Context: an optimization exercise on an open-source flow, tuned for small area, a short achievable clock period and few clock cycles. The choices shown serve that exercise and are no tape-out recipe. Where RTL was checked, it was by simulation tests only, not by an equivalence proof against the original. No functional check of the RTL was part of run 1. Power is estimated from default activity; no workload was simulated.

===== flow/run.sh =====
#!/bin/bash
# synth_recipe.tcl (not shown) runs the flow's synth.tcl, then flattens the netlist and writes it again
# the make line also repeats each setting of config.mk as NAME=value (left out here)
make -C /OpenROAD-flow-scripts/flow DESIGN_CONFIG=/design/flow/config.mk WORK_HOME=/design/flow/orfs CLKGATE_MAP_FILE= SYNTH_SCRIPT=/design/flow/synth_recipe.tcl finish

===== flow/config.mk =====
export PLATFORM = sky130hd
export DESIGN_NAME = rsm_cpu
export DESIGN_NICKNAME = rsm_cpu
export VERILOG_FILES = /design/flow/design.v
export SDC_FILE = /design/flow/constraint.sdc
export NUM_CORES = 4
export LEC_CHECK = 0
export CAP_MARGIN = 20
export CORE_MARGIN = 2
export CORE_UTILIZATION = 40
export SETUP_SLACK_MARGIN = 4
export SLEW_MARGIN = 20
export SYNTH_HIERARCHICAL = 1

===== flow/constraint.sdc =====
create_clock -name core_clock -period 8.0 [get_ports {clk}]
set_input_delay 1.6000 -clock core_clock [delete_from_list [all_inputs] [get_ports {clk}]]
set_output_delay 1.6000 -clock core_clock [all_outputs]
set_load 0.01 [all_outputs]

===== flow/design.v =====
module ea_add(base, imm5, ea);
  input  [8:0] base;
  input  [4:0] imm5;
  output [8:0] ea;
  assign ea = base + {{4{imm5[4]}}, imm5};
endmodule
module rsm_cpu(clk, reset, mem_rdata, mem_cmd, mem_addr, mem_wdata, halted);
  input clk, reset;
  input [15:0] mem_rdata;
  output [1:0] mem_cmd;
  output [8:0] mem_addr;
  output [15:0] mem_wdata;
  output halted;
  reg [15:0] R [0:7];       
  reg [8:0]  fpc;           
  reg        fv;            
  reg [8:0]  link;          
  reg        fN, fV, fZ;    
  reg        halt_q;
  reg        w_ld;          
  reg [2:0]  ld_rd;
  reg [15:0] A_q;           
  reg [15:0] B_q;           
  reg [2:0]  e_wd;          
  reg [1:0]  e_sh;
  reg [7:0]  e_imm8;
  reg        e_we;          
  reg        e_ldr, e_str, e_cmp;
  reg        s_imm, s_mov, s_add, s_and, s_mvn, s_link;   
  reg        wA, wB;        
  wire        e_go = !w_ld;                
  reg  [15:0] B;                           
  always @(*)
    case (e_sh)
      2'b00: B = B_q;
      2'b01: B = {B_q[14:0], 1'b0};
      2'b10: B = {1'b0, B_q[15:1]};
      default: B = {B_q[0], B_q[15:1]};
    endcase
  wire [15:0] sum = A_q + B;
  wire [15:0] dlo = {1'b0, A_q[14:0]} + {1'b0, ~B[14:0]} + 16'd1;
  wire ca15 = sum[15] ^ A_q[15] ^ B[15];
  wire cs15 = dlo[15];
  wire [15:0] res  = ({16{s_imm}}  & {{8{e_imm8[7]}}, e_imm8}) |
                     ({16{s_mov}}  & B) |
                     ({16{s_add}}  & sum) |
                     ({16{s_and}}  & (A_q & B)) |
                     ({16{s_mvn}}  & ~B) |
                     ({16{s_link}} & {7'b0, link});
  wire nN = A_q[15] ^ ~B[15] ^ cs15;
  wire nZ = (A_q == B);
  wire nV = (A_q[15] == B[15]) ? (ca15 != A_q[15]) : (cs15 != A_q[15]);
  wire [8:0] ea;
  ea_add u_ea(A_q[8:0], e_imm8[4:0], ea);
  wire e_mem = e_go & (e_ldr | e_str);
  assign mem_cmd   = halt_q ? 2'b00 : (e_go & e_str) ? 2'b01 : 2'b10;
  assign mem_addr  = e_mem ? ea : fpc;
  assign mem_wdata = B_q;
  assign halted    = halt_q;
  wire fetch = !halt_q & !e_mem;
  wire e_wr  = e_go & e_we;                
  wire [15:0] I = mem_rdata;
  wire [2:0]  opc = I[15:13];
  wire d_b    = (opc == 3'b001);
  wire d_bl   = (opc == 3'b010) &  I[12];    
  wire d_bx   = (opc == 3'b010) & ~I[12];
  wire d_halt = (opc == 3'b111);
  wire d_str  = (opc == 3'b100);
  wire d_ldr  = (opc == 3'b011);
  wire d_movi = (opc == 3'b110) &  I[12];
  wire d_movr = (opc == 3'b110) & ~I[12];
  wire d_alu  = (opc == 3'b101);            
  wire [2:0] rn = I[10:8];
  wire [2:0] rb = d_str ? I[7:5] : I[2:0];
  function [15:0] rd8(input [2:0] n, input [127:0] r);
    integer k;
    begin
      rd8 = 16'd0;
      for (k = 0; k < 8; k = k + 1)
        rd8 = rd8 | (r[16*k +: 16] & {16{n == k}});
    end
  endfunction
  wire [127:0] Rall = {R[7], R[6], R[5], R[4], R[3], R[2], R[1], R[0]};
  wire [15:0] Av = (e_wr & (e_wd == rn)) ? res : rd8(rn, Rall);
  wire [15:0] Bv = (e_wr & (e_wd == rb)) ? res : rd8(rb, Rall);
  wire cmp_now = e_go & e_cmp;
  wire cN = cmp_now ? nN : fN;
  wire cV = cmp_now ? nV : fV;
  wire cZ = cmp_now ? nZ : fZ;
  reg cond;
  always @(*)
    case (I[10:8])
      3'b000: cond = 1'b1;
      3'b001: cond = cZ;
      3'b010: cond = ~cZ;
      3'b011: cond = cN ^ cV;
      3'b100: cond = (cN ^ cV) | cZ;
      default: cond = 1'b0;
    endcase
  wire taken = fv & ((d_b & cond) | d_bl | d_bx);
  wire [8:0] boff = fpc + {I[7], I[7:0]};
  wire [8:0] target = d_bx ? link : boff;
  always @(posedge clk) begin
    if (reset) begin
      fpc <= 9'd0;
      fv <= 1'b0;
      halt_q <= 1'b0;
      w_ld <= 1'b0;
      e_we <= 1'b0; e_ldr <= 1'b0; e_str <= 1'b0; e_cmp <= 1'b0;
    end else begin
      if (taken) fpc <= target;
      else if (fetch) fpc <= fpc + 9'd1;
      fv <= fetch & ~taken;
      if (fv & d_bl) link <= fpc;
      if (fv & d_halt) halt_q <= 1'b1;
      w_ld <= e_go & e_ldr;
      if (e_go & e_ldr) ld_rd <= e_wd;
      if (fv) begin
        e_wd   <= (d_movi | d_bl) ? I[10:8] : I[7:5];
        e_sh   <= I[4:3];
        e_imm8 <= I[7:0];
        e_we   <= d_movi | d_movr | (d_alu & (I[12:11] != 2'b01)) | d_bl;
        e_ldr  <= d_ldr;
        e_str  <= d_str;
        e_cmp  <= d_alu & (I[12:11] == 2'b01);
        s_imm  <= d_movi;
        s_mov  <= d_movr;
        s_add  <= d_alu & (I[12:11] == 2'b00);
        s_and  <= d_alu & (I[12:11] == 2'b10);
        s_mvn  <= d_alu & (I[12:11] == 2'b11);
        s_link <= d_bl;
      end else if (e_go) begin
        e_we <= 1'b0; e_ldr <= 1'b0; e_str <= 1'b0; e_cmp <= 1'b0;
      end
      if (cmp_now) begin fN <= nN; fV <= nV; fZ <= nZ; end
    end
  end
  always @(posedge clk) begin
    if (fv) begin
      A_q <= Av;
      B_q <= Bv;
      wA  <= e_go & e_ldr & (e_wd == rn);
      wB  <= e_go & e_ldr & (e_wd == rb);
    end else if (w_ld) begin
      if (wA) A_q <= mem_rdata;
      if (wB) B_q <= mem_rdata;
    end
  end
  always @(posedge clk) begin
    if (w_ld) R[ld_rd] <= mem_rdata;
    else if (e_wr) R[e_wd] <= res;
  end
endmodule

==> summary.md, run 1 <==
| Metric | Value |
|---|---|
| Routed Antenna Nets | 0 |
| M1 wire length | 17800 um |
| Crit path DAT | 2.56 ns |
| Cell-by-cell listing of the critical path | ha_2, fa_2, a21o_4, a21oi_4, o21ai_2, xor2_1, mux2_2, buf_6 |
| Least-Margin Pin Slew | 1.06 ns |
| Most frequent cells in the layout | 194 x edfxtp_1, 138 x nand2_1, 86 x a21oi_1, 83 x nor2_1, 49 x mux2i_1 |
| Power per Cell Area | 201 nW/um2 |
| H-tree Lvls | 1 |
| Cells after Synth | 1218 |
| Total core area | 32300 um2 |
| Reg area | 6150 um2 |
| Critical path required time | 6.40 ns |
| Asr flop ratio synth | 0% |
| Cell Area, Synth | 13000 um2 |
| Multi-input logic area | 6730 um2 |
| Distinct cell type count after synthesis | 90 |
| Drt pass-1 iters | 8 |
| Synth Area in XOR/XNOR | 2.63% |
| Crit path kind | flip-flop to primary output |
| Status | finished clean |
| Share of cells above drive strength 1 | 18.2% |
| Post-layout min period | 4.16 ns |
| Post-route DRC | 0 |
| #FFs+latches synth | 210 |
| Synth Area in Simple Gates | 13.1% |
| Post-synth EDFFs | 194 |
| Starting density of the core | 40.3% |
| Post-CTS Hold Fix Bufs | 0 |
| Die area | 34000 um2 |
| Crit-path slowest cell | edfxtp_1 |
| Die X | 184 um |
| Final worst slack | 3.84 ns |
| Clock net sink count | 210 |
| Clk_skew | 0.0332 ns |
| Diodes inserted | 0 |
| DP HPWL | 27900 um |
| MaxCap Viol Count | 0 |
| Max-slew violations | 0 |
| Post-Layout Cell Count | 1722 |
| Total number of vias | 10439 |
| Wire length on met3 | 2660 um |
| Startpoint types | flip-flop |
| Vias in the first global route | 9773 |
| Worst-path clk slew | 0.06 ns |
| Final setup viols | 0 |
| # port buffers | 45 |
| RSZ-0062 raised after global routing | yes |
| Die height | 184 um |
| Total GRT Usage | 23.7% |
| Primary FF master, synth | edfxtp_1 |
| Largest family of logic cells by synthesized area | compound AO/OA/AOI/OAI gates |
| CTS root buffer | clkbuf_16 |
| DR vias/cell | 6.06 |
| Slew HR | 28.7% |
| Leak pwr | 5.64 nW |
| First-pass GRT wire length | 60900 um |
| Final hold violations | 0 |
| Worst vdd rail ir drop | 146 uV |
| CP max stage delay | 0.42 ns |
| Num CTS Buffers | 24 |
| Commonest non-fill, non-tap cell in the layout | edfxtp_1 |
| Gp weighted congestion | 0.856 |
| Largest net degree at the start of global routing | 65 |
| Total Wirelength | 40700 um |
| Final Cycle Share | 52.0% |
| # rows | 66 |
| Compound-gate portion of the synthesized area | 17.7% |
| Clock Path Buffers | 3 |
| Syn. warnings | 7 |
| DRT iter0 DRCs | 1279 |
| Post-Place Cells | 1652 |
| Placed Area | 13900 um2 |
| Sequential share of the synthesized area | 47.2% |
| Clock latency (worst-skew pair) | 0.54 ns |
| Setup slack at placement | 2.73 ns |
| Synth Net Count | 1289 |
| Setup TNS Final | 0 ns |
| DR top layer | met4 |
| CP Capture Type | primary output |
| Wire length per cell | 23.6 um |
| FMAX | 240 MHz |
| Finished Cell Area | 15300 um2 |
| Met2 wire length | 18800 um |
| Fill count | 2959 |
| Total gr overflow | 0 |
| Initial antenna violation count | 0 |
| Worst hold-check path type | flip-flop to flip-flop |
| Adder-cell share of the synthesized area | 5.27% |
| Syn avg cell area | 10.7 um2 |
| Syn-to-layout area delta | 17.3% |
| CTS tree | built |
| Fin util | 47.3% |
| Post-synthesis mux area share | 10.4% |
| IO Count | 46 |
| Layout Nets | 1334 |
| Critical Path Fanout Max | 3 |
## synthesized netlist by cell type (6+ instances only)
master / instances / share of area (%)
nand4_1: 6 / 0.29
a222oi_1: 7 / 0.54
edfxtp_1: 194 / 45
buf_1: 10 / 0.29
xnor2_1: 25 / 1.7
ha_1: 50 / 4.8
o21a_1: 6 / 0.35
nor2_1: 88 / 2.5
a22o_1: 6 / 0.40
a31oi_1: 9 / 0.43
nor4_1: 8 / 0.38
o21ai_1: 8 / 0.31
mux4_2: 16 / 2.8
a221oi_1: 24 / 1.6
nor2b_1: 24 / 1.2
a21o_1: 15 / 0.87
and3_1: 12 / 0.58
o211ai_1: 9 / 0.52
buf_2: 9 / 0.35
a211oi_2: 6 / 0.58
a22oi_1: 20 / 1.2
a211oi_1: 13 / 0.75
inv_1: 40 / 1.2
nor3_1: 22 / 0.85
o22ai_1: 11 / 0.53
mux2i_1: 51 / 3.9
xor2_1: 14 / 0.94
a311oi_1: 8 / 0.54
nand3_1: 23 / 0.88
nand2_1: 139 / 4.0
dfxtp_1: 16 / 2.5
nand2b_1: 6 / 0.29
clkbuf_1: 50 / 1.4
o21ai_0: 45 / 1.7
a31o_2: 8 / 0.54
a21oi_1: 93 / 3.6
mux2_2: 42 / 3.6
## registers in the layout, summed over array words and instances, names as in the netlist, 3 cells and up
register,count
link,9
ld_rd,3
R,128
e_wd,3
e_imm8,7
A_q,16
fpc,9
B_q,16
## modules after synthesis (local to each module, per instance)
module / flip-flops and latches / area, um2
rsm_cpu: 210 / 12700
ea_add: 0 / 345
## critical path: cells and delay by family (launching register included)
family / cells / cell delay, ns
fa+ha+maj: 2 / 0.60
compound gates: 3 / 0.51
flops: 1 / 0.42
mux: 1 / 0.27
xor+xnor: 1 / 0.14
buf+inv: 1 / 0.12
## repair_timing
action,CTS,global route
pin swaps,10,8
gates resized for setup,68,48
setup endpoints to repair,107,108
endpoints found under the hold margin,0,0
cloned,1,1
buffers inserted,15,10
## cells by family (layout without fill, tap and decap cells)
logic type,count (synthesis),count (layout)
AND/OR/NAND/NOR,359,360
adder cells (fa/ha/maj),53,53
multiplexers,110,110
buffers and inverters,115,176
flip-flops,210,210
AO/OA/AOI/OAI,332,332
XOR/XNOR,39,39
## routing by layer
layer,up-vias,GRT usage (%)
met5,-,0
met4,0,8.54
met3,72,2.65
met2,470,38.3
met1,5153,33.2
li1,4744,-
## through the flow
stage	hold WS [ns]	total power, mW
finish	0.497	3.07
global route	0.520	3.18
CTS	0.502	3.04
detailed placement	0.495	1.93
global placement	0.484	1.92
floorplan	0.463	1.73
## power breakdown
group	switching, mW	internal (mW)	total [mW]
logic	0.403	0.283	0.686
clock network	0.450	0.638	1.09
registers	0.0508	1.25	1.30
total	0.903	2.17	3.07
## final timing paths
path | endpoint | slack, ns | start | depth (start not counted)
worst max-delay path | mem_addr[6] | 3.84 | e_imm8[0] | 8
worst max register to register | fpc[5] | 4.15 | e_imm8[4] | 15
worst min-delay path | e_cmp | 0.50 | e_cmp | 2
worst min register to register | e_cmp | 0.50 | e_cmp | 2
## area by class of cell
type / instances / share of cell area [%]
well taps: 442 / 3.62
repair buffers: 92 / 5.79
multi-input cells: 894 / 44.1
clock buffers: 30 / 4.21
clock inverters: 13 / 0.918
flip-flops and latches: 210 / 40.3
inverters: 41 / 1.03
==> run 2: changes to the inputs <==
--- a/flow/design.v
+++ b/flow/design.v
@@ -3,5 +3,11 @@
   input  [4:0] imm5;
   output [8:0] ea;
-  assign ea = base + {{4{imm5[4]}}, imm5};
+  wire [5:0] lo = {1'b0, base[4:0]} + {1'b0, imm5};
+  wire [3:0] hi = base[8:5];
+  wire [3:0] hi_inc = hi + 4'd1;
+  wire [3:0] hi_dec = hi - 4'd1;
+  wire up = lo[5] & ~imm5[4];
+  wire dn = ~lo[5] & imm5[4];
+  assign ea = {up ? hi_inc : dn ? hi_dec : hi, lo[4:0]};
 endmodule
 module rsm_cpu(clk, reset, mem_rdata, mem_cmd, mem_addr, mem_wdata, halted);
@@ -73,15 +79,10 @@
   wire [2:0] rn = I[10:8];
   wire [2:0] rb = d_str ? I[7:5] : I[2:0];
-  function [15:0] rd8(input [2:0] n, input [127:0] r);
-    integer k;
-    begin
-      rd8 = 16'd0;
-      for (k = 0; k < 8; k = k + 1)
-        rd8 = rd8 | (r[16*k +: 16] & {16{n == k}});
-    end
-  endfunction
-  wire [127:0] Rall = {R[7], R[6], R[5], R[4], R[3], R[2], R[1], R[0]};
-  wire [15:0] Av = (e_wr & (e_wd == rn)) ? res : rd8(rn, Rall);
-  wire [15:0] Bv = (e_wr & (e_wd == rb)) ? res : rd8(rb, Rall);
+  wire fA = e_wr & (e_wd == rn);
+  wire fB = e_wr & (e_wd == rb);
+  wire [15:0] Ain = ({16{w_ld}} & mem_rdata) | ({16{~w_ld & fA}} & res) |
+                    ({16{~w_ld & ~fA}} & R[rn]);
+  wire [15:0] Bin = ({16{w_ld}} & mem_rdata) | ({16{~w_ld & fB}} & res) |
+                    ({16{~w_ld & ~fB}} & R[rb]);
   wire cmp_now = e_go & e_cmp;
   wire cN = cmp_now ? nN : fN;
@@ -137,12 +138,9 @@
   end
   always @(posedge clk) begin
+    if (fv | (w_ld & wA)) A_q <= Ain;
+    if (fv | (w_ld & wB)) B_q <= Bin;
     if (fv) begin
-      A_q <= Av;
-      B_q <= Bv;
       wA  <= e_go & e_ldr & (e_wd == rn);
       wB  <= e_go & e_ldr & (e_wd == rb);
-    end else if (w_ld) begin
-      if (wA) A_q <= mem_rdata;
-      if (wB) B_q <= mem_rdata;
     end
   end
==> summary.md, run 2 <==
| Metric | Value |
|---|---|
| CTS root buffer | clkbuf_16 |
| Critical path required time | 6.40 ns |
| Most frequent cells in the layout | 208 x nand2_1, 194 x edfxtp_1, 63 x nor2_1, 51 x mux2i_1 |
| Commonest non-fill, non-tap cell in the layout | nand2_1 |
| Cell Area, Synth | 12800 um2 |
| FMAX | 231 MHz |
| Sequential share of the synthesized area | 48.1% |
| First-pass GRT wire length | 55800 um |
| Least-Margin Pin Slew | 1.08 ns |
| Routed Antenna Nets | 0 |
| Post-route DRC | 0 |
| Synth Net Count | 1233 |
| Clock Path Buffers | 3 |
| Final Cycle Share | 54.2% |
| Primary FF master, synth | edfxtp_1 |
| Starting density of the core | 40.6% |
| Startpoint types | flip-flop |
| Total power | 3.08 mW |
| Post-Layout Cell Count | 1641 |
| H-tree Lvls | 1 |
| DRT iter0 DRCs | 832 |
| Worst hold-check path type | flip-flop to flip-flop |
| Distinct cell type count after synthesis | 85 |
| Largest Register | R |
| Internal | 2.22 mW |
| Worst vdd rail ir drop | 136 uV |
| Asr flop ratio synth | 0% |
| DP HPWL | 24500 um |
| Crit path kind | flip-flop to primary output |
| Final setup viols | 0 |
| Post-synth top area cell | edfxtp_1 |
| Initial antenna violation count | 0 |
| Power per Cell Area | 205 nW/um2 |
| Die X | 183 um |
| IO Count | 46 |
| Seq pwr share | 42.3% |
| Gp weighted congestion | 0.900 |
| R2R cell count | 16 |
| Wire length per cell | 22.2 um |
| CP endpoint | mem_addr[6] |
| RR Startpoint | e_sh[0] |
| Syn. warnings | 7 |
| Flop2flop setup slack | 3.97 ns |
| Crit path DAT | 2.73 ns |
| Largest net degree at the start of global routing | 66 |
| Cell with the most instances after synthesis | nand2_1 |
| Final hold violations | 0 |
| Clock Power Share | 37.0% |
| #FFs+latches synth | 210 |
| Total core area | 31500 um2 |
| Commonest cells post-synth | 208 x nand2_1, 194 x edfxtp_1, 63 x nor2_1, 54 x mux2i_1, 49 x ha_1 |
| Setup slack at placement | 2.51 ns |
| Share of cells above drive strength 1 | 17.9% |
| RSZ-0062 raised after global routing | yes |
| Worst-path clk slew | 0.06 ns |
| Net Sw Frac | 28.0% |
| Cells after Synth | 1163 |
| Post-Place Cells | 1566 |
| Syn avg cell area | 11.0 um2 |
| Clk_skew | 0.0107 ns |
| Max-slew violations | 0 |
| Clock net sink count | 210 |
| Total Wirelength | 36500 um |
| CP startpoint | A_q[1] |
| Total gr overflow | 0 |
| Setup TNS Final | 0 ns |
| Fill count | 2816 |
| Regs by FF count | R: 128 flops, A_q: 16 flops, B_q: 16 flops |
| Total number of vias | 9725 |
| Comb power frac | 20.6% |
| Post-layout min period | 4.33 ns |
| # rows | 65 |
| Leak pwr | 5.66 nW |
| CTS tree | built |
| Area contributors post-synth | edfxtp_1 46%, nand2_1 6.1%, mux4_2 5.6% |
| Worst R2R End | fpc[0] |
| Hold Crit Start | e_cmp |
| Drt pass-1 iters | 7 |
| Die area | 33400 um2 |
| Max reg flops | 128 |
| Vias in the first global route | 9517 |
| CP Capture Type | primary output |
| Diodes inserted | 0 |
| Clock latency (worst-skew pair) | 0.52 ns |
| MaxCap Viol Count | 0 |
| Post-synth EDFFs | 194 |
| Layout Nets | 1292 |
| Post-CTS Hold Fix Bufs | 0 |
| Final hold slack | 0.506 ns |
| Syn-to-layout area delta | 17.5% |
| Die height | 183 um |
| Synth top area share | 45.6% |
| Critical Path Fanout Max | 4 |
| Num CTS Buffers | 24 |
| Final worst slack | 3.67 ns |
| # port buffers | 45 |
| Slew HR | 28.2% |
| Status | finished clean |
| Total GRT Usage | 21.8% |
| Switching power | 862 uW |
| DR vias/cell | 5.93 |
-- run 2: what timing repair did --
action                                  4_1_cts  5_1_grt
setup buffers                                21        9
gates resized for setup                      84       38
endpoints found under the setup margin      114      114
pin swaps                                    15       12
gates cloned                                  1        0
-- run 2: worst min-delay path by stage --
stage          cells after the start  endpoint  slack [ns]
6_report                           2     e_cmp        0.51
5_1_grt                            2     e_cmp        0.53
4_1_cts                            2     e_cmp        0.51
3_5_place_dp                       2     e_cmp        0.50
3_3_place_gp                       2     e_ldr        0.49
2_1_floorplan                      2     e_cmp        0.47
-- run 2: worst max-delay path: stages (launching register included) --
cell       delay (ns)
edfxtp_1         0.46
ha_4             0.31
a211o_1          0.11
o211ai_1         0.07
buf_4            0.16
o2bb2ai_4        0.15
maj3_2           0.29
mux2_4           0.27
mux2_4           0.27
buf_6            0.12
-- run 2: cells by family after synthesis --
| family | share of synthesized area, % |
|---|---|
| flops | 48.1 |
| buf+inv | 3.73 |
| compound gates | 13.6 |
| simple gates | 14.6 |
| xor+xnor | 2.61 |
| mux | 11.9 |
| fa+ha+maj | 5.36 |
-- run 2: per-stage QoR --
stage               utilization (%)  instance area, um2
floorplan                         -               12800
global placement               43.3               13600
detailed placement             43.3               13600
CTS                            47.1               14800
global route                   47.7               15000
finish                         47.7               15000
-- run 2: per-module statistics from Yosys, one instance, submodules excluded --
module / cells inside / flops+latches / times used
ea_add: 44 / 0 / 1
rsm_cpu: 1119 / 210 / 1
-- run 2: power groups by stage --
stage	logic (mW)	registers [mW]	clock network (mW)
after floorplan	0.411	1.30	0
after global placement	0.565	1.33	0
after detailed placement	0.574	1.33	0
after CTS	0.615	1.30	1.16
after global routing	0.691	1.31	1.20
final	0.635	1.30	1.14
-- run 2: metal layers --
metal / global-route usage [%] / share of wire, % / vias up
li1: - / - / 4517
met2: 36.7 / 48 / 358
met4: 9.23 / 3.9 / 0
met5: 0 / 0 / -
met3: 2.55 / 6.0 / 72
met1: 28.7 / 42 / 4778
-- run 2: cell type report --
cell class	count	area, um2	area share (%)
well taps	402	503	3.35
flip-flops and latches	210	6150	41.0
clock buffers	26	629	4.19
inverters	46	173	1.15
multi-input cells	841	6450	43.0
clock inverters	17	193	1.28
repair buffers	99	912	6.08
Testbench counts of run 2, summed over its fixed seeds: cycles 76,740.
==> run 3: changes to the inputs <==
--- a/flow/config.mk
+++ b/flow/config.mk
@@ -11,3 +11,2 @@
 export SETUP_SLACK_MARGIN = 4
 export SLEW_MARGIN = 20
-export SYNTH_HIERARCHICAL = 1
==> summary.md, run 3 <==
| Metric | Value |
|---|---|
| Total core area | 31300 um2 |
| Syn avg cell area | 10.7 um2 |
| Initial antenna violation count | 0 |
| Drt pass-1 iters | 9 |
| Cell with the most instances after synthesis | nand2_1 |
| CTS tree | built |
| Num CTS Buffers | 24 |
| Total GRT Usage | 22.0% |
| Total power | 3.07 mW |
| Commonest non-fill, non-tap cell in the layout | nand2_1 |
| Worst-path clk slew | 0.06 ns |
| Startpoint types | flip-flop |
| Setup TNS Final | 0 ns |
| Primary FF master, synth | edfxtp_1 |
| First-pass GRT wire length | 55900 um |
| #FFs+latches synth | 210 |
| Hold Crit Start | fpc[8] |
| Die height | 182 um |
| Commonest cells post-synth | 220 x nand2_1, 194 x edfxtp_1, 68 x a21oi_1, 65 x nor2_1, 52 x mux2i_1 |
| FMAX | 235 MHz |
| Largest net degree at the start of global routing | 66 |
| Critical Path Fanout Max | 4 |
| Post-Place Cells | 1581 |
| Crit path kind | flip-flop to primary output |
| Asr flop ratio synth | 0% |
| IO Count | 46 |
| Layout Nets | 1295 |
| Power per Cell Area | 209 nW/um2 |
| Comb power frac | 19.5% |
| Syn. warnings | 1 |
| Clock Path Buffers | 3 |
| Crit path DAT | 2.66 ns |
| Leak pwr | 5.45 nW |
| Placed Area | 13500 um2 |
| Net Sw Frac | 27.8% |
| Post-Layout Cell Count | 1645 |
| Cells after Synth | 1183 |
| CTS root buffer | clkbuf_16 |
| Total Wirelength | 36500 um |
| MaxCap Viol Count | 0 |
| Clk_skew | 0.0145 ns |
| Seq pwr share | 42.1% |
| Finished Cell Area | 14700 um2 |
| Final worst slack | 3.74 ns |
| CP Capture Type | primary output |
| Die X | 182 um |
| Synth top area share | 46.1% |
| Post-route DRC | 0 |
| Least-Margin Pin Slew | 1.14 ns |
| CP startpoint | A_q[1] |
| RR Startpoint | e_sh[0] |
| Most frequent cells in the layout | 220 x nand2_1, 194 x edfxtp_1, 65 x nor2_1, 55 x a21oi_1, 50 x mux2i_1 |
| Setup slack at placement | 2.07 ns |
| Starting density of the core | 40.4% |
| Final hold slack | 0.541 ns |
| Switching power | 854 uW |
| Syn-to-layout area delta | 16.3% |
| DP HPWL | 24100 um |
| Sequential share of the synthesized area | 48.6% |
| Worst vdd rail ir drop | 134 uV |
| Fill count | 2812 |
| Final hold violations | 0 |
| # port buffers | 45 |
| Post-layout min period | 4.26 ns |
| Max-slew violations | 0 |
| Clock Power Share | 38.3% |
| RSZ-0062 raised after global routing | yes |
| Critical path required time | 6.40 ns |
| Area contributors post-synth | edfxtp_1 46%, nand2_1 6.5%, mux4_2 5.7% |
| H-tree Lvls | 1 |
| Flop2flop setup slack | 3.97 ns |
| Fin util | 47.0% |
| Post-synth top area cell | edfxtp_1 |
| DRT iter0 DRCs | 906 |
| Regs by FF count | R: 128 flops, A_q: 16 flops, B_q: 16 flops |
| Diodes inserted | 0 |
| Cell Area, Synth | 12600 um2 |
| Status | finished clean |
| Wire length per cell | 22.2 um |
| Gp weighted congestion | 0.893 |
| Multi-input logic area | 6280 um2 |
| Synth Net Count | 1253 |
| Total number of vias | 9778 |
| Vias in the first global route | 9463 |
| Internal | 2.22 mW |
| Clock net sink count | 210 |
| Routed Antenna Nets | 0 |
| DR vias/cell | 5.94 |
| Max reg flops | 128 |
| Distinct cell type count after synthesis | 76 |
| Die area | 33100 um2 |
| Final Cycle Share | 53.3% |
| Largest Register | R |
| Share of cells above drive strength 1 | 15.0% |
| Post-synth EDFFs | 194 |
| # rows | 65 |
| Final setup viols | 0 |
| Reg area | 6150 um2 |
| Slew HR | 22.8% |
| Clock latency (worst-skew pair) | 0.53 ns |
| Worst hold-check path type | flip-flop to flip-flop |
| Total gr overflow | 0 |
run 3: cell count changes after synthesis, moves of 4 or more:
cell,previous run,this run
a21oi_1,48,68
nand2_1,208,220
o221ai_1,18,28
o221ai_2,10,0
mux2_2,13,4
o21ai_0,31,40
clkbuf_1,40,48
buf_2,11,4
mux2_4,7,0
a211oi_1,9,4
a21boi_0,4,0
buf_1,11,15
run 3: final cells by class:
cell class	instances	area share, %
Tap cell	402	3.42
Sequential cell	210	41.8
Inverter	47	1.21
Clock inverter	18	1.48
Multi-Input combinational cell	857	42.7
Timing Repair Buffer	85	5.13
Clock buffer	26	4.28
run 3: metal layers:
| layer | track usage, % | share of wire, % | up-vias |
|---|---|---|---|
| met5 | 0 | 0 | - |
| met3 | 2.59 | 6.7 | 75 |
| met4 | 8.29 | 3.5 | 0 |
| met1 | 29.1 | 42 | 4812 |
| met2 | 37.1 | 48 | 354 |
| li1 | - | - | 4537 |
run 3: power by group through the flow:
stage / clock network (mW) / registers (mW) / logic, mW
floorplan: 0 / 1.30 / 0.399
global placement: 0 / 1.32 / 0.545
detailed placement: 0 / 1.32 / 0.551
CTS: 1.19 / 1.29 / 0.582
global route: 1.23 / 1.30 / 0.661
finish: 1.18 / 1.30 / 0.600
run 3: cell families (layout without fill, tap and decap cells):
group | count (synthesis) | count (layout) | share of synthesized area (%)
DFF | 210 | 210 | 48.6
muxes | 88 | 89 | 10.2
AOI/OAI and AO/OA | 254 | 255 | 14.3
buffers and inverters | 118 | 176 | 3.72
xor gates and xnor gates | 41 | 41 | 2.84
and+or+nand+nor | 420 | 420 | 15.1
adders and majority gates | 52 | 52 | 5.32
run 3: path summary, 6_finish.rpt:
check	to	cells after the start
worst max-delay path	mem_addr[8]	11
worst min-delay path	link[8]	0
worst max register to register	fpc[6]	16
worst min register to register	link[8]	0
run 3: repair_timing:
action                                  4_1_cts  5_1_grt
hold buffers                                  0        0
endpoints found under the setup margin      130      115
pin swaps                                    11       12
buffers inserted                             14        4
cloned                                        1        1
gates resized for setup                      68       37
run 3: worst max-delay path, stage by stage, from the launching register on:
cell,delay [ns]
edfxtp_1,0.42
ha_1,0.30
a21o_1,0.17
a21oi_2,0.18
o21bai_2,0.11
a21oi_2,0.14
buf_6,0.12
nor4_2,0.04
a21oi_1,0.15
xor2_1,0.26
o21ai_1,0.10
buf_2,0.14
==> run 4: changes to the inputs <==
--- a/flow/config.mk
+++ b/flow/config.mk
@@ -11,2 +11,3 @@
 export SETUP_SLACK_MARGIN = 4
 export SLEW_MARGIN = 20
+export TNS_END_PERCENT = 5
==> summary.md, run 4 <==
| Metric | Value |
|---|---|
| Status | finished clean |
| Crit-path slowest cell | edfxtp_1 |
| Slew HR | 25.1% |
| Total Wirelength | 36300 um |
| Final worst slack | 3.73 ns |
| CP max stage delay | 0.42 ns |
| Clk_skew | 0.0164 ns |
| Setup TNS Final | 0 ns |
| CP Capture Type | primary output |
| Post-synth top area cell | edfxtp_1 |
| Total gr overflow | 0 |
| IO Count | 46 |
| RSZ-0062 raised after global routing | yes |
| Die area | 33100 um2 |
| Fin util | 46.6% |
| Critical path required time | 6.40 ns |
| Commonest non-fill, non-tap cell in the layout | nand2_1 |
| Max-slew violations | 0 |
| Num CTS Buffers | 24 |
| Die X | 182 um |
| CP Buf/Inv Count | 2 |
| Crit-path leading delay family | compound AO/OA/AOI/OAI gates |
| Diodes inserted | 0 |
| Worst-path clk slew | 0.06 ns |
| Primary FF master, synth | edfxtp_1 |
| Power per Cell Area | 209 nW/um2 |
| Area contributors post-synth | edfxtp_1 46%, nand2_1 6.5%, mux4_2 5.7% |
| Die height | 182 um |
| Worst R2R End | R[5][14] |
| Cell Area, Synth | 12600 um2 |
| Placed Area | 13500 um2 |
| Routed Antenna Nets | 0 |
| Regs by FF count | R: 128 flops, A_q: 16 flops, B_q: 16 flops |
| Distinct cell type count after synthesis | 76 |
| Multi-input logic area | 6180 um2 |
| CP dominant cell by count | a21oi_2 |
| DRT iter0 DRCs | 911 |
| Clock Path Buffers | 3 |
| First-pass GRT wire length | 55700 um |
| Wire length per cell | 22.1 um |
| Fill count | 2810 |
| DP HPWL | 24100 um |
| Endpoint of the worst hold path | link[8] |
| Post-Layout Cell Count | 1642 |
| Worst vdd rail ir drop | 133 uV |
| Reg area | 6150 um2 |
| # port buffers | 45 |
| RR Startpoint | e_sh[0] |
| Least-Margin Pin Slew | 1.10 ns |
| Syn-to-layout area delta | 15.4% |
| Synth Net Count | 1253 |
| Largest net degree at the start of global routing | 66 |
| Asr flop ratio synth | 0% |
| Cell with the most instances after synthesis | nand2_1 |
| Cells after Synth | 1183 |
| Share of cells above drive strength 1 | 13.1% |
| Layout Nets | 1292 |
| Startpoint types | flip-flop |
| # rows | 65 |
| Worst hold-check path type | flip-flop to flip-flop |
| Largest Register | R |
| Starting density of the core | 40.4% |
| Clock net sink count | 210 |
| Flop2flop setup slack | 3.85 ns |
| Cell-by-cell listing of the critical path | ha_1, a21o_1, a21oi_2, o21bai_2, a21oi_2, buf_6, nor3b_1, a31oi_1, xor2_1, o21ai_1, buf_2 |
| Clock latency (worst-skew pair) | 0.53 ns |
| CTS tree | built |
| Setup slack at placement | 2.07 ns |
| Final hold violations | 0 |
| Crit path kind | flip-flop to primary output |
| Total power | 3.06 mW |
| Gp weighted congestion | 0.893 |
| Post-layout min period | 4.27 ns |
| Max reg flops | 128 |
| R2R cell count | 15 |
| Finished Cell Area | 14600 um2 |
| CTS root buffer | clkbuf_16 |
| Total number of vias | 9709 |
| Final Cycle Share | 53.3% |
| Commonest cells post-synth | 220 x nand2_1, 194 x edfxtp_1, 68 x a21oi_1, 65 x nor2_1, 52 x mux2i_1 |
| Crit path DAT | 2.67 ns |
| Vias in the first global route | 9387 |
| H-tree Lvls | 1 |
| FMAX | 234 MHz |
| WHS Path Cells | 0 |
| Post-synth EDFFs | 194 |
| Most frequent cells in the layout | 220 x nand2_1, 194 x edfxtp_1, 65 x nor2_1, 62 x a21oi_1, 50 x mux2i_1 |
| Syn. warnings | 1 |
| Post-Place Cells | 1581 |
| Drt pass-1 iters | 8 |
| Total core area | 31300 um2 |
| DR vias/cell | 5.91 |
| Final setup viols | 0 |
| Synth top area share | 46.1% |
| Post-route DRC | 0 |
| Sequential share of the synthesized area | 48.6% |
| Critical Path Fanout Max | 4 |
| Total GRT Usage | 21.9% |
| MaxCap Viol Count | 0 |
| Leak pwr | 5.37 nW |
| #FFs+latches synth | 210 |
| Syn avg cell area | 10.7 um2 |
| Final hold slack | 0.539 ns |
| Initial antenna violation count | 0 |
| Hold Crit Start | fpc[8] |
## run 4: cell counts after synthesis
Identical to the previous run, type by type.
## run 4: worst max path at each step
stage	start	to	slack, ns	cells after the start
floorplan	e_sh[0]	R[0][14]	4.07	16
global placement	mem_rdata[14]	B_q[14]	2.13	9
detailed placement	mem_rdata[14]	B_q[14]	2.07	9
CTS	A_q[1]	mem_addr[8]	3.71	11
global route	e_imm8[1]	mem_addr[8]	3.64	11
finish	A_q[1]	mem_addr[7]	3.73	11
## run 4: final cells by class
type                            instances  area share (%)
Sequential cell                       210            42.1
Inverter                               47            1.21
Clock inverter                         18            1.49
Tap cell                              402            3.45
Clock buffer                           26            4.31
Multi-Input combinational cell        856            42.4
Timing Repair Buffer                   83            5.03
## run 4: routing by layer
layer  track usage, %  vias to the layer above  routed length [um]
met1             29.1                     4768               15100
li1                 -                     4518                   -
met5                0                        -                   0
met4             7.97                        0                1200
met3             2.53                       68                2530
met2             36.9                      355               17500
## run 4: cells by family (layout without fill, tap and decap cells)
kind of cell	after synthesis	count (layout)	synth area share, %
simple gates	420	420	15.1
mux	88	89	10.2
compound gates	254	254	14.3
xor+xnor	41	41	2.84
buf+inv	118	174	3.72
fa+ha+maj	52	52	5.32
flops	210	210	48.6
## run 4: what timing repair did
action | CTS | global route
pin swaps | 9 | 2
hold buffers | 0 | 0
setup endpoints to repair | 130 | 126
buffers inserted | 10 | 6
resized for setup | 41 | 17
cloned | 1 | 0
## run 4: power by group
part	switching, mW	total (mW)	internal [mW]
Clock	0.445	1.17	0.728
Combinational	0.351	0.589	0.238
Sequential	0.0472	1.29	1.25
## run 4: worst register-to-register path: stages, from the launching register on
cell and delay, ns:
edfxtp_1 0.39, buf_6 0.27, mux2i_1 0.22, nor2_1 0.05
a21oi_1 0.28, inv_1 0.08, ha_1 0.37, nor2b_1 0.17
o21ai_1 0.16, a21boi_1 0.11, o41a_1 0.36, a311o_1 0.39
a21oi_1 0.29, nor4b_1 0.10, a311oi_2 0.47, o21ai_4 0.15
==> run 5: changes to the inputs <==
--- a/flow/config.mk
+++ b/flow/config.mk
@@ -6,4 +6,5 @@
 export NUM_CORES = 4
 export LEC_CHECK = 0
+export ABC_AREA = 1
 export CAP_MARGIN = 20
 export CORE_MARGIN = 2
==> summary.md, run 5 <==
| Metric | Value |
|---|---|
| Status | finished clean |
| WHS Path Cells | 2 |
| Cell Area, Synth | 12600 um2 |
| Clk_skew | 0.0111 ns |
| Starting density of the core | 40.9% |
| Total Wirelength | 42900 um |
| Power per Cell Area | 205 nW/um2 |
| Placed Area | 13400 um2 |
| Die X | 181 um |
| Slew HR | 28.3% |
| Synth Net Count | 1534 |
| Die height | 181 um |
| Asr flop ratio synth | 0% |
| Commonest cells post-synth | 366 x nand2_1, 194 x edfxtp_1, 143 x inv_1, 133 x nand3_1, 94 x nor2_1 |
| First-pass GRT wire length | 63700 um |
| # port buffers | 45 |
| Worst hold-check path type | flip-flop to flip-flop |
| Area contributors post-synth | edfxtp_1 46%, nand2_1 11%, nand3_1 5.3% |
| Worst vdd rail ir drop | 157 uV |
| Fill count | 2935 |
| Post-synth EDFFs | 194 |
| Total number of vias | 11374 |
| CTS tree | built |
| Post-layout min period | 4.26 ns |
| Clock Path Buffers | 3 |
| Commonest non-fill, non-tap cell in the layout | nand2_1 |
| Final worst slack | 3.74 ns |
| Crit-path slowest cell | clkdlybuf4s50_1 |
| Most frequent cells in the layout | 360 x nand2_1, 194 x edfxtp_1, 136 x inv_1, 132 x nand3_1, 87 x nor2_1 |
| Worst-path clk slew | 0.06 ns |
| DRT iter0 DRCs | 1219 |
| FMAX | 235 MHz |
| Distinct cell type count after synthesis | 56 |
| Hold Crit Start | e_ldr |
| Total GRT Usage | 25.3% |
| Cells after Synth | 1464 |
| Routed Antenna Nets | 0 |
| Vias in the first global route | 10650 |
| Cell-by-cell listing of the critical path | clkdlybuf4s50_1, inv_2, nor3_4, nand2_2, o21ai_4, buf_4, xnor2_1, nand3_1, nor2_4, nor2_4, or3b_1, o211ai_1 |
| RSZ-0062 raised after global routing | yes |
| Multi-input logic area | 5870 um2 |
| Setup slack at placement | 2.77 ns |
| Setup TNS Final | 0 ns |
| Regs by FF count | R: 128 flops, A_q: 16 flops, B_q: 16 flops |
| # rows | 64 |
| Syn-to-layout area delta | 16.7% |
| Finished Cell Area | 14700 um2 |
| CTS root buffer | clkbuf_16 |
| CP Capture Type | flip-flop |
| Sequential share of the synthesized area | 48.8% |
| Initial antenna violation count | 0 |
| Primary FF master, synth | edfxtp_1 |
| Crit path DAT | 4.50 ns |
| Diodes inserted | 0 |
| RR Startpoint | e_imm8[4] |
| IO Count | 46 |
| Synth top area share | 46.2% |
| Post-Layout Cell Count | 1937 |
| Reg area | 6150 um2 |
| R2R cell count | 30 |
| Leak pwr | 5.83 nW |
| Crit-path leading delay family | simple AND/OR/NAND/NOR gates |
| Critical Path Fanout Max | 13 |
| Post-synth top area cell | edfxtp_1 |
| Worst R2R End | fpc[2] |
| Largest net degree at the start of global routing | 67 |
| DP HPWL | 28500 um |
| CP max stage delay | 0.56 ns |
| CP dominant cell by count | nor2_4 |
| Final Cycle Share | 53.3% |
| Wire length per cell | 22.1 um |
| Gp weighted congestion | 0.919 |
| Cell with the most instances after synthesis | nand2_1 |
| CP Buf/Inv Count | 3 |
| Total power | 3.02 mW |
| Max-slew violations | 0 |
| Max reg flops | 128 |
| MaxCap Viol Count | 0 |
| DR vias/cell | 5.87 |
| #FFs+latches synth | 210 |
| Layout Nets | 1596 |
| Drt pass-1 iters | 6 |
| Crit path kind | input port to flip-flop |
| Share of cells above drive strength 1 | 11.8% |
| Final setup viols | 0 |
| Die area | 32900 um2 |
| H-tree Lvls | 1 |
| Clock net sink count | 210 |
| Syn. warnings | 1 |
| Syn avg cell area | 8.61 um2 |
| Critical path required time | 8.24 ns |
| Startpoint types | input port |
| Post-route DRC | 0 |
| Total core area | 30800 um2 |
| Flop2flop setup slack | 3.89 ns |
| Endpoint of the worst hold path | e_ldr |
| Least-Margin Pin Slew | 1.06 ns |
| Largest Register | R |
| Final hold violations | 0 |
| Total gr overflow | 0 |
| Num CTS Buffers | 23 |
| Post-Place Cells | 1862 |
| Clock latency (worst-skew pair) | 0.52 ns |
-- run 5: cell count changes in the layout (fill, tap and decap cells not counted), moves of 32 or more --
| cell | change |
|---|---|
| inv_1 | +93 |
| o22ai_1 | +70 |
| mux4_2 | -32 |
| nand2_1 | +140 |
| nand3_1 | +91 |
| mux2i_1 | -50 |
| o21ai_0 | +47 |
-- run 5: worst max-delay path by stage --
stage	startpoint	endpoint	cells past startpoint
after detailed placement	mem_rdata[15]	B_q[10]	10
after global placement	mem_rdata[15]	B_q[10]	11
after floorplan	reset	link[0]	3
final	mem_rdata[15]	B_q[10]	12
after CTS	A_q[2]	mem_addr[6]	15
after global routing	A_q[2]	mem_addr[8]	14
-- run 5: timing repair --
| action | in CTS | in global routing |
|---|---|---|
| setup buffers | 18 | 13 |
| pin swaps | 9 | 4 |
| endpoints found under the setup margin | 149 | 101 |
| resized for setup | 47 | 30 |
| hold buffers | 0 | 0 |
| gates cloned | 2 | 1 |
-- run 5: layout make-up --
type	count	area share, %
Clock buffer	26	3.99
Clock inverter	14	1.17
Inverter	146	3.86
Multi-Input combinational cell	1046	39.9
Sequential cell	210	41.8
Tap cell	396	3.37
Timing Repair Buffer	98	5.84
Timing Repair inverter	1	0.0511
-- run 5: power by group --
part	internal [mW]	total (mW)	switching (mW)	leakage, nW
sequential	1.25	1.30	0.0534	1.90
clock	0.653	1.09	0.433	0.370
combinational	0.230	0.631	0.401	3.56
total	2.13	3.02	0.888	5.83
-- run 5: layer usage --
layer	share of wire [%]	wire length, um	vias to the layer above	global-route usage [%]
li1	-	-	5223	-
met4	4.7	2000	0	10.1
met3	8.7	3720	129	3.17
met5	0	0	-	0
met2	46	19900	661	41.9
met1	40	17300	5361	33.7
-- run 5: per-stage QoR --
step / hold slack [ns] / utilization [%]
global placement: 0.471 / 43.6
CTS: 0.491 / 46.8
finish: 0.488 / 47.7
floorplan: 0.449 / -
detailed placement: 0.485 / 43.6
global route: 0.509 / 47.7
-- run 5: worst min-delay path: cells and delay by family (launching register included) --
| family | cells | cell delay [ns] |
|---|---|---|
| flip-flops | 1 | 0.31 |
| buffers and inverters | 1 | 0.05 |
| AO/OA/AOI/OAI | 1 | 0.08 |
-- run 5: kinds of logic after synthesis --
logic type                 synth area share, %
and+or+nand+nor                           22.6
AOI/OAI and AO/OA                         14.6
DFF                                       48.8
adders and majority gates                 5.34
muxes                                    0.179
xor gates and xnor gates                  1.88
buffers and inverters                     6.57
==> run 6: changes to the inputs <==
--- a/flow/config.mk
+++ b/flow/config.mk
@@ -6,8 +6,8 @@
 export NUM_CORES = 4
 export LEC_CHECK = 0
-export ABC_AREA = 1
 export CAP_MARGIN = 20
 export CORE_MARGIN = 2
 export CORE_UTILIZATION = 40
+export CTS_BUF_LIST = sky130_fd_sc_hd__clkbuf_8
 export SETUP_SLACK_MARGIN = 4
 export SLEW_MARGIN = 20
==> summary.md, run 6 <==
| Metric | Value |
|---|---|
| Primary FF master, synth | edfxtp_1 |
| Routed Antenna Nets | 0 |
| Total Wirelength | 36300 um |
| IO Count | 46 |
| Post-route DRC | 0 |
| Crit path DAT | 2.71 ns |
| Die height | 182 um |
| #FFs+latches synth | 210 |
| First-pass GRT wire length | 55800 um |
| Max-slew violations | 0 |
| Vias in the first global route | 9507 |
| Final hold violations | 0 |
| Drt pass-1 iters | 6 |
| Synth top area share | 46.1% |
| CP Buf/Inv Count | 2 |
| Crit-path leading delay family | compound AO/OA/AOI/OAI gates |
| Distinct cell type count after synthesis | 76 |
| Area contributors post-synth | edfxtp_1 46%, nand2_1 6.5%, mux4_2 5.7% |
| Gp weighted congestion | 0.893 |
| Cell with the most instances after synthesis | nand2_1 |
| Share of cells above drive strength 1 | 13.6% |
| Clock Path Buffers | 3 |
| Post-CTS Hold Fix Bufs | 0 |
| Worst vdd rail ir drop | 99.3 uV |
| Commonest cells post-synth | 220 x nand2_1, 194 x edfxtp_1, 68 x a21oi_1, 65 x nor2_1, 52 x mux2i_1 |
| Clock net sink count | 210 |
| Post-synth top area cell | edfxtp_1 |
| Clk_skew | 0.0171 ns |
| H-tree Lvls | 2 |
| Power per Cell Area | 198 nW/um2 |
| DR vias/cell | 5.92 |
| Post-Layout Cell Count | 1656 |
| Max reg flops | 128 |
| Syn-to-layout area delta | 14.1% |
| Worst hold-check path type | flip-flop to flip-flop |
| Total number of vias | 9799 |
| Status | finished clean |
| Sequential share of the synthesized area | 48.6% |
| Syn. warnings | 1 |
| Cell Area, Synth | 12600 um2 |
| Clock latency (worst-skew pair) | 0.54 ns |
| RSZ-0062 raised after global routing | yes |
| Syn avg cell area | 10.7 um2 |
| Crit-path slowest cell | edfxtp_1 |
| Diodes inserted | 0 |
| Die X | 182 um |
| FMAX | 232 MHz |
| Post-layout min period | 4.31 ns |
| Cell-by-cell listing of the critical path | ha_1, a21o_1, a21oi_2, o21bai_2, a21oi_2, buf_6, nor3b_1, a31oi_1, xor2_1, o21ai_1, buf_2 |
| Asr flop ratio synth | 0% |
| # rows | 65 |
| Critical path required time | 6.40 ns |
| Starting density of the core | 40.4% |
| Post-synth EDFFs | 194 |
| Layout Nets | 1302 |
| Crit path kind | flip-flop to primary output |
| Wire length per cell | 21.9 um |
| Commonest non-fill, non-tap cell in the layout | nand2_1 |
| # port buffers | 45 |
| Synth Net Count | 1253 |
| Critical Path Fanout Max | 4 |
| Total core area | 31300 um2 |
| CP max stage delay | 0.44 ns |
| Setup TNS Final | 0 ns |
| CTS tree | built |
| DP HPWL | 24100 um |
| Largest net degree at the start of global routing | 66 |
| CP Capture Type | primary output |
| Cells after Synth | 1183 |
| CP dominant cell by count | a21oi_2 |
| Startpoint types | flip-flop |
| Total GRT Usage | 22.0% |
| Fin util | 46.1% |
| Initial antenna violation count | 0 |
| Least-Margin Pin Slew | 1.09 ns |
| Most frequent cells in the layout | 220 x nand2_1, 194 x edfxtp_1, 65 x nor2_1, 63 x a21oi_1, 50 x mux2i_1 |
| Worst-path clk slew | 0.06 ns |
| Setup slack at placement | 2.07 ns |
| Total gr overflow | 0 |
| Leak pwr | 5.31 nW |
| Die area | 33100 um2 |
| Total power | 2.86 mW |
| Final Cycle Share | 53.9% |
| Final setup viols | 0 |
| Num CTS Buffers | 37 |
| Slew HR | 25.8% |
| DRT iter0 DRCs | 875 |
| CTS root buffer | clkbuf_8 |
| Final worst slack | 3.69 ns |
| Largest Register | R |
| MaxCap Viol Count | 0 |
| Post-Place Cells | 1581 |
| Regs by FF count | R: 128 flops, A_q: 16 flops, B_q: 16 flops |
[run 6: cell types whose count changed after synthesis, moves of 17 or more]
cell,change
nand2_1,-146
inv_1,-100
nand3_1,-92
o22ai_1,-71
mux2i_1,+52
o21ai_0,-48
mux4_2,+32
nor2_1,-29
a31oi_1,+25
o221ai_1,+23
and3_1,+20
a311oi_1,+17
xnor2_1,+17
[run 6: timing repair]
item	4_1_cts	5_1_grt
pin swaps	9	2
endpoints found under the setup margin	129	116
setup buffers	8	4
gates resized for setup	41	19
gates cloned	1	0
[run 6: cell families after synthesis]
family                   count (synthesis)  share of synthesized area [%]
AO/OA/AOI/OAI                          254                           14.3
adder cells (fa/ha/maj)                 52                           5.32
buffers and inverters                  118                           3.72
XOR/XNOR                                41                           2.84
AND/OR/NAND/NOR                        420                           15.1
flip-flops                             210                           48.6
multiplexers                            88                           10.2
[run 6: layout make-up]
type                       count  area [um2]
timing repair buffer          80         716
sequential                   210        6150
multi-input combinational    856        6180
clock buffer                  38         523
inverter                      47         176
fill                        2867       16900
tap                          402         503
clock inverter                23         185
[run 6: routing by layer]
metal | routed length [um] | up-vias | global-route usage [%]
met4 | 1130 | 0 | 8.03
li1 | - | 4535 | -
met3 | 2250 | 73 | 3.21
met5 | 0 | - | 0
met2 | 17500 | 367 | 36.9
met1 | 15400 | 4824 | 29.0
[run 6: path summary, 6_finish.rpt]
| path | from | end | slack, ns | cells past startpoint |
|---|---|---|---|---|
| worst min register to register | fpc[8] | link[8] | 0.54 | 0 |
| worst max-delay path | A_q[1] | mem_addr[7] | 3.69 | 11 |
| worst max register to register | e_sh[0] | fpc[6] | 3.90 | 15 |
| worst min-delay path | fpc[8] | link[8] | 0.54 | 0 |
[run 6: worst reg2reg max path, delay by kind of cell, from the launching register on]
kind                       cells  cell delay, ns
buffers and inverters          2            0.33
DFF                            1            0.40
and+or+nand+nor                1            0.05
muxes                          1            0.21
AOI/OAI and AO/OA             10            2.64
adders and majority gates      1            0.35
[run 6: where the power goes]
group | switching, mW | total, mW | leakage, nW | internal (mW)
Clock | 0.444 | 0.982 | 0.373 | 0.538
Combinational | 0.349 | 0.587 | 3.03 | 0.238
Sequential | 0.0474 | 1.30 | 1.91 | 1.25
Total | 0.840 | 2.86 | 5.31 | 2.02
[run 6: through the flow]
stage	hold slack, ns	instance area [um2]
2_1_floorplan	0.489	12600
3_3_place_gp	0.535	13500
3_5_place_dp	0.532	13500
4_1_cts	0.540	14300
5_1_grt	0.561	14400
6_report	0.535	14400
==> run 7: changes to the inputs <==
--- a/flow/config.mk
+++ b/flow/config.mk
@@ -10,4 +10,5 @@
 export CORE_UTILIZATION = 40
 export CTS_BUF_LIST = sky130_fd_sc_hd__clkbuf_8
+export GPL_TIMING_DRIVEN = 1
 export SETUP_SLACK_MARGIN = 4
 export SLEW_MARGIN = 20
==> summary.md, run 7 <==
| Metric | Value |
|---|---|
| Crit-path slowest cell | edfxtp_1 |
| Starting density of the core | 40.4% |
| DR vias/cell | 5.92 |
| Total gr overflow | 0 |
| Power per Cell Area | 198 nW/um2 |
| Distinct cell type count after synthesis | 76 |
| Most frequent cells in the layout | 220 x nand2_1, 194 x edfxtp_1, 65 x nor2_1, 63 x a21oi_1, 50 x mux2i_1 |
| Hold Crit Start | fpc[8] |
| Sequential share of the synthesized area | 48.6% |
| Crit path kind | flip-flop to primary output |
| CP Buf/Inv Count | 2 |
| Cell Area, Synth | 12600 um2 |
| Least-Margin Pin Slew | 1.09 ns |
| First-pass GRT wire length | 55800 um |
| Clock net sink count | 210 |
| MaxCap Viol Count | 0 |
| Clock Path Buffers | 3 |
| Total GRT Usage | 22.0% |
| Crit-path leading delay family | compound AO/OA/AOI/OAI gates |
| Critical Path Fanout Max | 4 |
| Critical path required time | 6.40 ns |
| Worst hold-check path type | flip-flop to flip-flop |
| Status | finished clean |
| Post-layout min period | 4.31 ns |
| Multi-input logic area | 6180 um2 |
| Leak pwr | 5.31 nW |
| Largest Register | R |
| Reg area | 6150 um2 |
| Commonest cells post-synth | 220 x nand2_1, 194 x edfxtp_1, 68 x a21oi_1, 65 x nor2_1, 52 x mux2i_1 |
| Layout Nets | 1302 |
| Wire length per cell | 21.9 um |
| Slew HR | 25.8% |
| Post-synth top area cell | edfxtp_1 |
| Final hold violations | 0 |
| CP max stage delay | 0.44 ns |
| IO Count | 46 |
| Setup TNS Final | 0 ns |
| Regs by FF count | R: 128 flops, A_q: 16 flops, B_q: 16 flops |
| Routed Antenna Nets | 0 |
| Share of cells above drive strength 1 | 13.6% |
| Worst-path clk slew | 0.06 ns |
| Asr flop ratio synth | 0% |
| Endpoint of the worst hold path | link[8] |
| Diodes inserted | 0 |
| R2R cell count | 15 |
| CTS tree | built |
| Clk_skew | 0.0171 ns |
| Synth Net Count | 1253 |
| Syn avg cell area | 10.7 um2 |
| #FFs+latches synth | 210 |
| Worst R2R End | fpc[6] |
| Startpoint types | flip-flop |
| Total number of vias | 9799 |
| Worst vdd rail ir drop | 99.3 uV |
| Synth top area share | 46.1% |
| DP HPWL | 24100 um |
| Total Wirelength | 36300 um |
| CP Capture Type | primary output |
| Max-slew violations | 0 |
| Syn-to-layout area delta | 14.1% |
| Commonest non-fill, non-tap cell in the layout | nand2_1 |
| Max reg flops | 128 |
| Die area | 33100 um2 |
| Fill count | 2867 |
| # port buffers | 45 |
| RR Startpoint | e_sh[0] |
| Die X | 182 um |
| Clock latency (worst-skew pair) | 0.54 ns |
| CP dominant cell by count | a21oi_2 |
| Cells after Synth | 1183 |
| Post-route DRC | 0 |
| Num CTS Buffers | 37 |
| Die height | 182 um |
| FMAX | 232 MHz |
| Vias in the first global route | 9507 |
| Flop2flop setup slack | 3.90 ns |
| Post-CTS Hold Fix Bufs | 0 |
| Post-synth EDFFs | 194 |
| Drt pass-1 iters | 6 |
| Syn. warnings | 1 |
| Final Cycle Share | 53.9% |
| Largest net degree at the start of global routing | 66 |
| Initial antenna violation count | 0 |
| Primary FF master, synth | edfxtp_1 |
| RSZ-0062 raised after global routing | yes |
| Gp weighted congestion | 0.893 |
| H-tree Lvls | 2 |
| Area contributors post-synth | edfxtp_1 46%, nand2_1 6.5%, mux4_2 5.7% |
| Final setup viols | 0 |
| Total core area | 31300 um2 |
| WHS Path Cells | 0 |
| Cell with the most instances after synthesis | nand2_1 |
| DRT iter0 DRCs | 875 |
| CTS root buffer | clkbuf_8 |
| Cell-by-cell listing of the critical path | ha_1, a21o_1, a21oi_2, o21bai_2, a21oi_2, buf_6, nor3b_1, a31oi_1, xor2_1, o21ai_1, buf_2 |
| # rows | 65 |
| Total power | 2.86 mW |
| Crit path DAT | 2.71 ns |
[run 7: cell counts in the layout (fill, tap and decap cells not counted)]
Identical to the previous run, type by type.
[run 7: layout make-up]
class | instances | area share, %
Sequential cell | 210 | 42.6
Multi-Input combinational cell | 856 | 42.8
Clock inverter | 23 | 1.28
Tap cell | 402 | 3.49
Clock buffer | 38 | 3.62
Timing Repair Buffer | 80 | 4.96
Inverter | 47 | 1.22
[run 7: how the worst max path moves through the flow]
stage	cells past startpoint	endpoint	slack (ns)	startpoint
floorplan	16	R[0][14]	4.07	e_sh[0]
global placement	9	B_q[14]	2.13	mem_rdata[14]
detailed placement	9	B_q[14]	2.07	mem_rdata[14]
CTS	11	mem_addr[8]	3.69	A_q[1]
global route	11	mem_addr[8]	3.61	A_q[1]
finish	11	mem_addr[7]	3.69	A_q[1]
[run 7: per-stage QoR]
step	instances	cell area [um2]	setup slack [ns]	utilization (%)	hold slack, ns
6_report	1656	14400	3.69	46.1	0.535
5_1_grt	1656	14400	3.61	46.1	0.561
4_1_cts	1651	14300	3.69	45.7	0.540
3_5_place_dp	1581	13500	2.07	43.1	0.532
3_3_place_gp	1580	13500	2.13	43.0	0.535
2_1_floorplan	1183	12600	4.07	-	0.489
[run 7: worst register-to-register path, delay by kind of cell (launching register included)]
| family | cells | cell delay [ns] |
|---|---|---|
| adders and majority gates | 1 | 0.35 |
| DFF | 1 | 0.40 |
| buffers and inverters | 2 | 0.33 |
| AOI/OAI and AO/OA | 10 | 2.64 |
| and+or+nand+nor | 1 | 0.05 |
| muxes | 1 | 0.21 |
[run 7: cell families (layout without fill, tap and decap cells)]
group | count (synthesis) | after routing | synth area share, %
AOI/OAI and AO/OA | 254 | 254 | 14.3
xor gates and xnor gates | 41 | 41 | 2.84
adders and majority gates | 52 | 52 | 5.32
buffers and inverters | 118 | 188 | 3.72
DFF | 210 | 210 | 48.6
muxes | 88 | 89 | 10.2
and+or+nand+nor | 420 | 420 | 15.1
[run 7: routing by layer]
metal  up-vias  routed length [um]  GRT usage [%]  share of wire (%)
met2       367               17500           36.9                 48
met5         -                   0              0                  0
met1      4824               15400           29.0                 42
met3        73                2250           3.21                6.2
met4         0                1130           8.03                3.1
li1       4535                   -              -                  -
[run 7: power breakdown]
part | switching (mW) | internal (mW)
Combinational | 0.349 | 0.238
Sequential | 0.0474 | 1.25
Clock | 0.444 | 0.538
[run 7: repair_timing]
item / in CTS / in global routing
resized for setup: 41 / 19
pin swaps: 9 / 2
endpoints found under the setup margin: 129 / 116
cloned: 1 / 0
setup buffers: 8 / 4
==> run 8: changes to the inputs <==
--- a/flow/config.mk
+++ b/flow/config.mk
@@ -9,7 +9,5 @@
 export CORE_MARGIN = 2
 export CORE_UTILIZATION = 40
-export CTS_BUF_LIST = sky130_fd_sc_hd__clkbuf_8
-export GPL_TIMING_DRIVEN = 1
-export SETUP_SLACK_MARGIN = 4
+export SETUP_SLACK_MARGIN = 4.2
 export SLEW_MARGIN = 20
 export TNS_END_PERCENT = 5
==> summary.md, run 8 <==
| Metric | Value |
|---|---|
| Synth Area in XOR/XNOR | 2.84% |
| Critical Path Fanout Max | 3 |
| DP HPWL | 24200 um |
| Total GRT Usage | 21.8% |
| Final worst slack | 3.68 ns |
| FMAX | 231 MHz |
| Asr flop ratio synth | 0% |
| #FFs+latches synth | 210 |
| Die area | 33100 um2 |
| Total gr overflow | 0 |
| Initial antenna violation count | 0 |
| Cells after Synth | 1183 |
| Final hold violations | 0 |
| Startpoint types | flip-flop |
| Vias in the first global route | 9555 |
| Compound-gate portion of the synthesized area | 14.3% |
| Largest family of logic cells by synthesized area | simple AND/OR/NAND/NOR gates |
| Area contributors post-synth | edfxtp_1 46%, nand2_1 6.5%, mux4_2 5.7% |
| Total Wirelength | 35900 um |
| Leak pwr | 5.33 nW |
| Clock Path Buffers | 3 |
| Total number of vias | 9623 |
| Syn-to-layout area delta | 14.4% |
| First-pass GRT wire length | 55800 um |
| Clock latency (worst-skew pair) | 0.52 ns |
| Share of cells above drive strength 1 | 12.4% |
| Cell Area, Synth | 12600 um2 |
| Commonest cells post-synth | 220 x nand2_1, 194 x edfxtp_1, 68 x a21oi_1, 65 x nor2_1, 52 x mux2i_1 |
| Synth Net Count | 1253 |
| # port buffers | 45 |
| Max-slew violations | 0 |
| IO Count | 46 |
| Die X | 182 um |
| Synth Area in Simple Gates | 15.1% |
| Post-layout min period | 4.32 ns |
| Final Cycle Share | 54.1% |
| Clk_skew | 0.0137 ns |
| Largest Register | R |
| Cell with the most instances after synthesis | nand2_1 |
| Post-synthesis mux area share | 10.2% |
| Final setup viols | 0 |
| Crit path kind | flip-flop to primary output |
| Num CTS Buffers | 24 |
| Slew HR | 27.4% |
| Clock net sink count | 210 |
| Routed Antenna Nets | 0 |
| MaxCap Viol Count | 0 |
| Post-synth top area cell | edfxtp_1 |
| Crit path DAT | 2.72 ns |
| RR Startpoint | e_imm8[4] |
| Wire length per cell | 21.9 um |
| Hold Crit Start | fpc[8] |
| Largest net degree at the start of global routing | 65 |
| Fill count | 2873 |
| Critical path required time | 6.40 ns |
| Post-route DRC | 0 |
| # rows | 65 |
| CP Capture Type | primary output |
| Most frequent cells in the layout | 220 x nand2_1, 194 x edfxtp_1, 65 x nor2_1, 65 x a21oi_1, 50 x mux2i_1 |
| Sequential share of the synthesized area | 48.6% |
| Adder-cell share of the synthesized area | 5.32% |
| DRT iter0 DRCs | 787 |
| Worst hold-check path type | flip-flop to flip-flop |
| Distinct cell type count after synthesis | 76 |
| Synth top area share | 46.1% |
| Gp weighted congestion | 0.894 |
| Syn avg cell area | 10.7 um2 |
| Regs by FF count | R: 128 flops, A_q: 16 flops, B_q: 16 flops |
| Status | finished clean |
| Setup TNS Final | 0 ns |
| Post-CTS Hold Fix Bufs | 0 |
| Die height | 182 um |
| CP startpoint | A_q[1] |
| Drt pass-1 iters | 6 |
| Total core area | 31300 um2 |
| Starting density of the core | 40.4% |
| Diodes inserted | 0 |
| Primary FF master, synth | edfxtp_1 |
| Commonest non-fill, non-tap cell in the layout | nand2_1 |
| Power per Cell Area | 205 nW/um2 |
| Setup slack at placement | 2.13 ns |
| Syn. warnings | 1 |
| Layout Nets | 1287 |
| CTS root buffer | clkbuf_16 |
| CTS tree | built |
| H-tree Lvls | 1 |
| Least-Margin Pin Slew | 1.08 ns |
| Max reg flops | 128 |
| RSZ-0062 raised after global routing | yes |
| Worst-path clk slew | 0.06 ns |
| Post-synth EDFFs | 194 |
| DR vias/cell | 5.88 |
| Worst vdd rail ir drop | 119 uV |
-- run 8: cell count changes in the layout (fill, tap and decap cells not counted), moves of 3 or more --
cell / delta
clkbuf_16: +25
inv_1: -6
clkbuf_8: -38
clkbuf_1: +3
-- run 8: routing by layer --
layer  part of all wire, %  global-route usage [%]
met4                   3.8                    7.74
met1                    43                    29.0
met3                   6.1                    2.57
met2                    47                    36.9
met5                     0                       0
-- run 8: where the power goes --
group          switching (mW)  total (mW)  internal, mW
combinational           0.344       0.582         0.238
sequential             0.0468        1.29          1.25
clock                   0.433        1.10         0.664
-- run 8: layout make-up --
cell class / count / area (um2) / area share (%)
well taps: 402 / 503 / 3.48
multi-input cells: 855 / 6120 / 42.3
clock buffers: 28 / 637 / 4.40
clock inverters: 16 / 154 / 1.06
repair buffers: 79 / 733 / 5.07
inverters: 47 / 176 / 1.22
flip-flops and latches: 210 / 6150 / 42.5
-- run 8: cell families after synthesis --
kind of cell	Yosys count
AO/OA/AOI/OAI	254
XOR/XNOR	41
adder cells (fa/ha/maj)	52
buffers and inverters	118
flip-flops	210
multiplexers	88
AND/OR/NAND/NOR	420
-- run 8: worst paths after layout --
| path | end | cells past startpoint | slack (ns) |
|---|---|---|---|
| worst max register to register | fpc[6] | 13 | 3.85 |
| worst min register to register | link[8] | 0 | 0.54 |
| worst max-delay path | mem_addr[7] | 11 | 3.68 |
| worst min-delay path | link[8] | 0 | 0.54 |
-- run 8: worst max-delay path, stage by stage, from the launching register on --
cell,delay (ns)
edfxtp_1,0.42
ha_1,0.30
a21o_1,0.18
a21oi_2,0.18
o21bai_2,0.10
a21oi_2,0.15
buf_4,0.15
nor3b_2,0.04
a31oi_1,0.19
xor2_1,0.27
o21ai_1,0.08
buf_2,0.16
-- run 8: what timing repair did --
item                       4_1_cts  5_1_grt
gates resized for setup         40       12
setup buffers                    8        2
gates cloned                     1        0
setup endpoints to repair      118      137
pin swaps                        8        2
-- run 8: metrics by stage --
| step | instance area, um2 | power (mW) | std cells | utilization, % | hold WS (ns) |
|---|---|---|---|---|---|
| CTS | 14400 | 2.98 | 1634 | 46.0 | 0.542 |
| floorplan | 12600 | 1.70 | 1183 | - | 0.489 |
| global route | 14500 | 3.09 | 1637 | 46.2 | 0.561 |
| global placement | 13500 | 1.86 | 1581 | 43.1 | 0.533 |
| finish | 14500 | 2.97 | 1637 | 46.2 | 0.543 |
| detailed placement | 13500 | 1.87 | 1581 | 43.1 | 0.534 |

==> port drivers added, routing unchanged <==
How much do the figures lean on ideal ports? The routed layouts below were timed once more, with nothing changed but the port constraints. Step 1: set_driving_cell puts a clkbuf_16 on clk and a buf_2 on each other input, an assumption about the parent block. Step 2, shift: input delay + t, output delay - t, t = (earliest + latest rising clock arrival at the registers) / 2. This alone moves slack from input paths to output paths. Slacks: ideal / step 1 / step 2; pairs: ideal / step 1.
| run | t (ns) | setup slack, ns | worst setup path after step 2 |
|---|---|---|---|
| run 1 | 0.572 | 3.837 / 3.787 / 3.536 | input to register |
| run 2 | 0.564 | 3.666 / 3.617 / 3.561 | input to register |
| run 3 | 0.571 | 3.740 / 3.690 / 3.524 | input to register |
| run 4 | 0.570 | 3.732 / 3.683 / 3.432 | input to register |
| run 5 | 0.565 | 3.738 / 3.690 / 3.192 | input to register |
| run 6 | 0.576 | 3.686 / 3.638 / 3.416 | input to register |
| run 7 | 0.576 | 3.686 / 3.638 / 3.416 | input to register |
| run 8 | 0.563 | 3.676 / 3.625 / 3.478 | input to register |
After both steps setup and hold are still met in every run listed. The setup slack of run 5, which loses most, moves by -0.048 ns with the drivers and by -0.546 ns with both steps.
